Background: an optimization exercise with open tools, aiming at small area and a short achievable clock period. Do not read the settings as production practice. The RTL was checked by simulation tests, not by an equivalence proof against the original design. Power and IR drop assume default switching activity.

Setup of v40:
Design fifo, start of the top module:
module fifo(clk,rst,din,dout,wen,ren,full,empty,fifo_cnt);
 input clk,rst;
 input [31:0] din;
 input wen,ren;
 output reg [4:0] fifo_cnt;
 output reg [31:0] dout;
 output reg full;
 output reg empty;
 reg [31:0] mem [0:15];
 reg [15:0] rsel, wsel;      
 reg        ne, nf;          
 reg [4:0]  ncnt;            
 wire rd  = ren & ne;                
 wire wr  = wen & (nf | ren);        
 wire inc = wr & ~rd;
 wire dec = rd & ~wr;
 wire [4:0] cnt    = ~ncnt;
 wire [4:0] cnt_up = cnt + 5'd1;
 wire [4:0] cnt_dn = cnt - 5'd1;
 wire [4:0] cnt_n  = inc ? cnt_up : dec ? cnt_dn : cnt;
 wire is1  = (cnt == 5'd1);
 wire is15 = (cnt == 5'd15);
 wire empty_n = ne ? (is1 & dec) : ~wen;
 wire full_n  = nf ? (is15 & inc) : ~dec;
 always @(posedge clk) begin
  if (!rst) begin
   fifo_cnt <= 5'd0;
   ncnt     <= 5'h1f;
   empty    <= 1'b1;
   full     <= 1'b0;
   ne       <= 1'b0;
   nf       <= 1'b1;
   wsel     <= 16'd1;
   rsel     <= 16'd1;
  end else begin
  ...
==> flow/config.mk <==
export PLATFORM = sky130hd
export DESIGN_NAME = fifo
export DESIGN_NICKNAME = fifo
export VERILOG_FILES = /design/flow/design.v
export SDC_FILE = /design/flow/constraint.sdc
export NUM_CORES = 4
export LEC_CHECK = 0
export CAP_MARGIN = 20
export CORE_MARGIN = 2
export CORE_UTILIZATION = 40
export SETUP_SLACK_MARGIN = 0.9
export SLEW_MARGIN = 20
==> flow/constraint.sdc <==
create_clock -name core_clock -period 2.4 [get_ports {clk}]
set_input_delay 0.4800 -clock core_clock [delete_from_list [all_inputs] [get_ports {clk}]]
set_output_delay 0.4800 -clock core_clock [all_outputs]
set_load 0.01 [all_outputs]
standard.sh (not shown) runs the stock make flow with config.mk's settings and CLKGATE_MAP_FILE= SYNTH_SCRIPT=/design/flow/synth_recipe.tcl, a recipe that flattens the netlist after the stock synthesis.
==> flow/flow/run.sh <==
#!/bin/bash
# The standard layout (standard.sh: the standard flow's synthesis and ORFS steps), with
# three changes:
#  - CTS clusters up to 15 sinks within 60 um and inserts no dummy loads,
#  - port buffers start as buf_4 instead of a delay-cell buffer,
#  - the resizer may swap cells across footprints.
set -euo pipefail
export CTS_ARGS="-sink_clustering_enable -repair_clock_nets -sink_clustering_size 15 -sink_clustering_max_diameter 60 -dont_use_dummy_load"
export BUFFER_PORTS_ARGS="-buffer_cell sky130_fd_sc_hd__buf_4"
bash standard.sh MATCH_CELL_FOOTPRINT=0 finish > standard_flow.log 2>&1
v40 | stages: all done | timing, DRC, antenna: all pass
Modified inputs, v25 compared to v40
# v40
export LEC_CHECK = 0
export CAP_MARGIN = 20
export CORE_MARGIN = 2
export CORE_UTILIZATION = 40
export SETUP_SLACK_MARGIN = 0.9
export SLEW_MARGIN = 20
create_clock -name core_clock -period 2.4 [get_ports {clk}]
# v25
export LEC_CHECK = 0
export CAP_MARGIN = 20
export CORE_MARGIN = 2
export CORE_UTILIZATION = 40
export SETUP_SLACK_MARGIN = 1.0
export SLEW_MARGIN = 20
create_clock -name core_clock -period 2.4 [get_ports {clk}]
==> flow/flow/run.sh <==
#!/bin/bash
# The standard layout (standard.sh: the standard flow's synthesis and ORFS steps), with
# three changes:
#  - CTS clusters up to 25 sinks within 100 um and inserts no dummy loads,
#  - port buffers start as buf_4 instead of a delay-cell buffer,
#  - the resizer may swap cells across footprints.
set -euo pipefail
export CTS_ARGS="-sink_clustering_enable -repair_clock_nets -sink_clustering_size 25 -sink_clustering_max_diameter 100 -dont_use_dummy_load"
export BUFFER_PORTS_ARGS="-buffer_cell sky130_fd_sc_hd__buf_4"
bash standard.sh MATCH_CELL_FOOTPRINT=0 finish > standard_flow.log 2>&1
Against v40, worst hold margin in v25 came out worse. For the average detailed-routed wire length per instance, v25 came in about 3% higher than v40 did. Power drawn by the clock network | v25 below v40. Of the two values seen for critical path startpoint, nf was produced by v40 and dout[9] by v25. v25 vs v40: power down by a little under 10%. Higher detailed-routed wire length on met3 was reported by v25, not v40.
For v51, these inputs were changed with respect to v25:
# v25
export LEC_CHECK = 0
export CAP_MARGIN = 20
export CORE_MARGIN = 2
export CORE_UTILIZATION = 40
export SETUP_SLACK_MARGIN = 1.0
export SLEW_MARGIN = 20
create_clock -name core_clock -period 2.4 [get_ports {clk}]
# v51
export LEC_CHECK = 0
export CAP_MARGIN = 20
export CORE_MARGIN = 2
export CORE_UTILIZATION = 40
export SETUP_SLACK_MARGIN = 0.9
export SLEW_MARGIN = 20
create_clock -name core_clock -period 2.4 [get_ports {clk}]
==> notes.md <==
Looking at via count, v51 sits 589 lower than v25 does.
v25 → v51: highest ir drop seen on vdd went down about 3.2%; power went down about 1%.
Compared with v25, v51 has less setup slack.
In v51, the combinational share of power came out 0.6 points below the value in v25.
Compared with v25, v51 shows a routed wire length that is about 8% lower.
[inputs] v4 vs v51
# v51
export LEC_CHECK = 0
export CAP_MARGIN = 20
export CORE_MARGIN = 2
export CORE_UTILIZATION = 40
export SETUP_SLACK_MARGIN = 0.9
export SLEW_MARGIN = 20
create_clock -name core_clock -period 2.4 [get_ports {clk}]
# v4
export LEC_CHECK = 0
export CAP_MARGIN = 20
export CORE_MARGIN = 2
export CORE_UTILIZATION = 40
export SETUP_SLACK_MARGIN = 0.85
export SLEW_MARGIN = 20
create_clock -name core_clock -period 2.4 [get_ports {clk}]
==> flow/flow/run.sh <==
#!/bin/bash
# The standard layout (standard.sh: the standard flow's synthesis and ORFS steps), with
# three changes:
#  - CTS clusters up to 20 sinks within 80 um and inserts no dummy loads,
#  - port buffers start as buf_4 instead of a delay-cell buffer,
#  - the resizer may swap cells across footprints.
set -euo pipefail
export CTS_ARGS="-sink_clustering_enable -repair_clock_nets -sink_clustering_size 20 -sink_clustering_max_diameter 80 -dont_use_dummy_load"
export BUFFER_PORTS_ARGS="-buffer_cell sky130_fd_sc_hd__buf_4"
bash standard.sh MATCH_CELL_FOOTPRINT=0 finish > standard_flow.log 2>&1
Results
On share of the clock period used by the worst path after layout: between v51 and v4, it ends up higher for v51.
Going from v51 to v4, total congestion overflow after global routing barely changed, met2 track demand over resource dropped 1.1 points, clock-buffer cell count rose 8, wire length shows a reduction of 2900 um.
--- input diff v4..v43 ---
# v4
export LEC_CHECK = 0
export CAP_MARGIN = 20
export CORE_MARGIN = 2
export CORE_UTILIZATION = 40
export SETUP_SLACK_MARGIN = 0.85
export SLEW_MARGIN = 20
create_clock -name core_clock -period 2.4 [get_ports {clk}]
# v43
export LEC_CHECK = 0
export CAP_MARGIN = 20
export CORE_MARGIN = 2
export CORE_UTILIZATION = 40
export SETUP_SLACK_MARGIN = 0.9
export SLEW_MARGIN = 20
create_clock -name core_clock -period 2.4 [get_ports {clk}]
v4 completed; timing, DRC and antenna clean. v43 ended with every stage complete and zero timing, DRC or antenna violations. From v43 to v4, maximum number of pins on one net before global-route repair did not move at all. v43 vs. v4: maximum operating frequency lost about 0.34%, non-clock buffer count went up, number of nets at the end of the flow now sits higher, global-route wire length before repair higher. v43 and v4 ended up with nearly the same critical path arrival. Reported for v43 and v4, largest buffer count on any clock path turned out identical to the last digit. The via count reported for v43 is greater than that of v4 by 353. According to the power report, total power for v43 is higher than for v4.

---

The RTL this note starts from:
==> flow/design.v <==
module fifo(clk,rst,din,dout,wen,ren,full,empty,fifo_cnt);
 input clk,rst;
 input [31:0] din;
 input wen,ren;
 output reg [4:0] fifo_cnt;
 output reg [31:0] dout;
 output reg full;
 output reg empty;
 reg [31:0] mem [0:16];
 reg [16:0] rsel, wsel;      
 reg        ne, nf;          
 reg [4:0]  ncnt;            
 wire rd  = ren & ne;                
 wire wr  = wen & (nf | ren);        
 wire inc = wr & ~rd;
 wire dec = rd & ~wr;
 wire [4:0] cnt    = ~ncnt;
 wire [4:0] cnt_up = cnt + 5'd1;
 wire [4:0] cnt_dn = cnt - 5'd1;
 wire [4:0] cnt_n  = inc ? cnt_up : dec ? cnt_dn : cnt;
 wire is1  = (cnt == 5'd1);
 wire is15 = (cnt == 5'd15);
 wire empty_n = ne ? (is1 & dec) : ~wen;
 wire full_n  = nf ? (is15 & inc) : ~dec;
 always @(posedge clk) begin
  if (!rst) begin
   fifo_cnt <= 5'd0;
   ncnt     <= 5'h1f;
   empty    <= 1'b1;
   full     <= 1'b0;
   ne       <= 1'b0;
   nf       <= 1'b1;
   wsel     <= 17'd1;
   rsel     <= 17'd1;
  end else begin
   fifo_cnt <= cnt_n;
   ncnt     <= ~cnt_n;
   empty    <= empty_n;
   full     <= full_n;
   ne       <= ~empty_n;
   nf       <= ~full_n;
   if (wr) wsel <= {wsel[15:0], wsel[16]};
   if (rd) rsel <= {rsel[15:0], rsel[16]};
  end
 end
 integer i;
 always @(posedge clk) begin
  for (i = 0; i < 17; i = i + 1)
   if (wsel[i]) mem[i] <= din;
 end
 wire [16:0] rs = rsel & {17{rd}};
 reg [31:0] dout_n;
 always @(*) begin
  dout_n = dout & {32{~rd}};
  for (i = 0; i < 17; i = i + 1)
   dout_n = dout_n | (mem[i] & {32{rs[i]}});
 end
 always @(posedge clk) dout <= dout_n;
endmodule
==> flow/config.mk <==
export PLATFORM = sky130hd
export DESIGN_NAME = fifo
export DESIGN_NICKNAME = fifo
export VERILOG_FILES = /design/flow/design.v
export SDC_FILE = /design/flow/constraint.sdc
export NUM_CORES = 4
export LEC_CHECK = 0
export CAP_MARGIN = 20
export CORE_MARGIN = 2
export CORE_UTILIZATION = 60
export CTS_CLUSTER_DIAMETER = 100
export CTS_CLUSTER_SIZE = 30
export SETUP_SLACK_MARGIN = 0.8
export SLEW_MARGIN = 20
==> flow/constraint.sdc <==
create_clock -name core_clock -period 2.4 [get_ports {clk}]
set_input_delay 0.4800 -clock core_clock [delete_from_list [all_inputs] [get_ports {clk}]]
set_output_delay 0.4800 -clock core_clock [all_outputs]
set_load 0.01 [all_outputs]
run.sh (not shown) runs the stock make flow with config.mk's settings and CLKGATE_MAP_FILE= SYNTH_SCRIPT=/design/flow/synth_recipe.tcl, a recipe that flattens the netlist after the stock synthesis.
Stock flow here: none of the scripts above is used.
The starting point passed the timing, design-rule and antenna checks.
Next try:
Settings changed: CORE_UTILIZATION 60 to 40.
After rerunning:
- The new run went through all stages and came out clean
- global-route usage is lower by 11 points
- wire length shrinks by 1.0%
- hold slack barely changes
- design area climbs by 0.40%
- core utilization came out lower by 22 points
- power barely changes
- flip-flop and latch count is unchanged
- synthesized area stays the same
- fmax rises by 0.48%

-- static timing again, ports no longer ideal --
How much do the figures lean on ideal ports? The routed layouts below were timed once more, with nothing changed but the port constraints.
Step 1 sets driving cells, clkbuf_16 on the clock port and buf_2 on the other inputs (assumed; they add their load-dependent delay and slew).
Step 2 times the ports against the registers' clock, not the clock port: input delays grow and output delays shrink by t, the midpoint of the rising clock arrivals with the driver on.
Three values: ideal ports, drivers, drivers and shift; two values: the first two.
| run | shift t [ns] | setup WS [ns] | hold slack, ns | slew at the worst register clock pin (ns) |
|---|---|---|---|---|
| v40 | 0.613 | 0.840 / 0.791 / 0.415 | 0.181 / 0.162 / 0.462 | 0.07 / 0.07 |
| v25 | 0.647 | 0.819 / 0.762 / 0.398 | 0.164 / 0.132 / 0.473 | 0.11 / 0.11 |
| v51 | 0.641 | 0.812 / 0.759 / 0.457 | 0.169 / 0.147 / 0.461 | 0.10 / 0.10 |
| v4 | 0.598 | 0.857 / 0.804 / 0.435 | 0.207 / 0.188 / 0.464 | 0.09 / 0.09 |
| v43 | 0.599 | 0.852 / 0.799 / 0.418 | 0.203 / 0.184 / 0.464 | 0.09 / 0.09 |
| the first run of note 2 | 0.626 | 0.778 / 0.755 / 0.238 | 0.437 / 0.437 / 0.437 | 0.12 / 0.12 |
| the second run of note 2 | 0.645 | 0.786 / 0.747 / 0.278 | 0.437 / 0.437 / 0.437 | 0.12 / 0.12 |
After both steps every run listed still meets setup and hold. For the first run of note 2, which loses most, drivers alone change the setup slack by -0.023 ns; drivers and shift together by -0.540 ns.
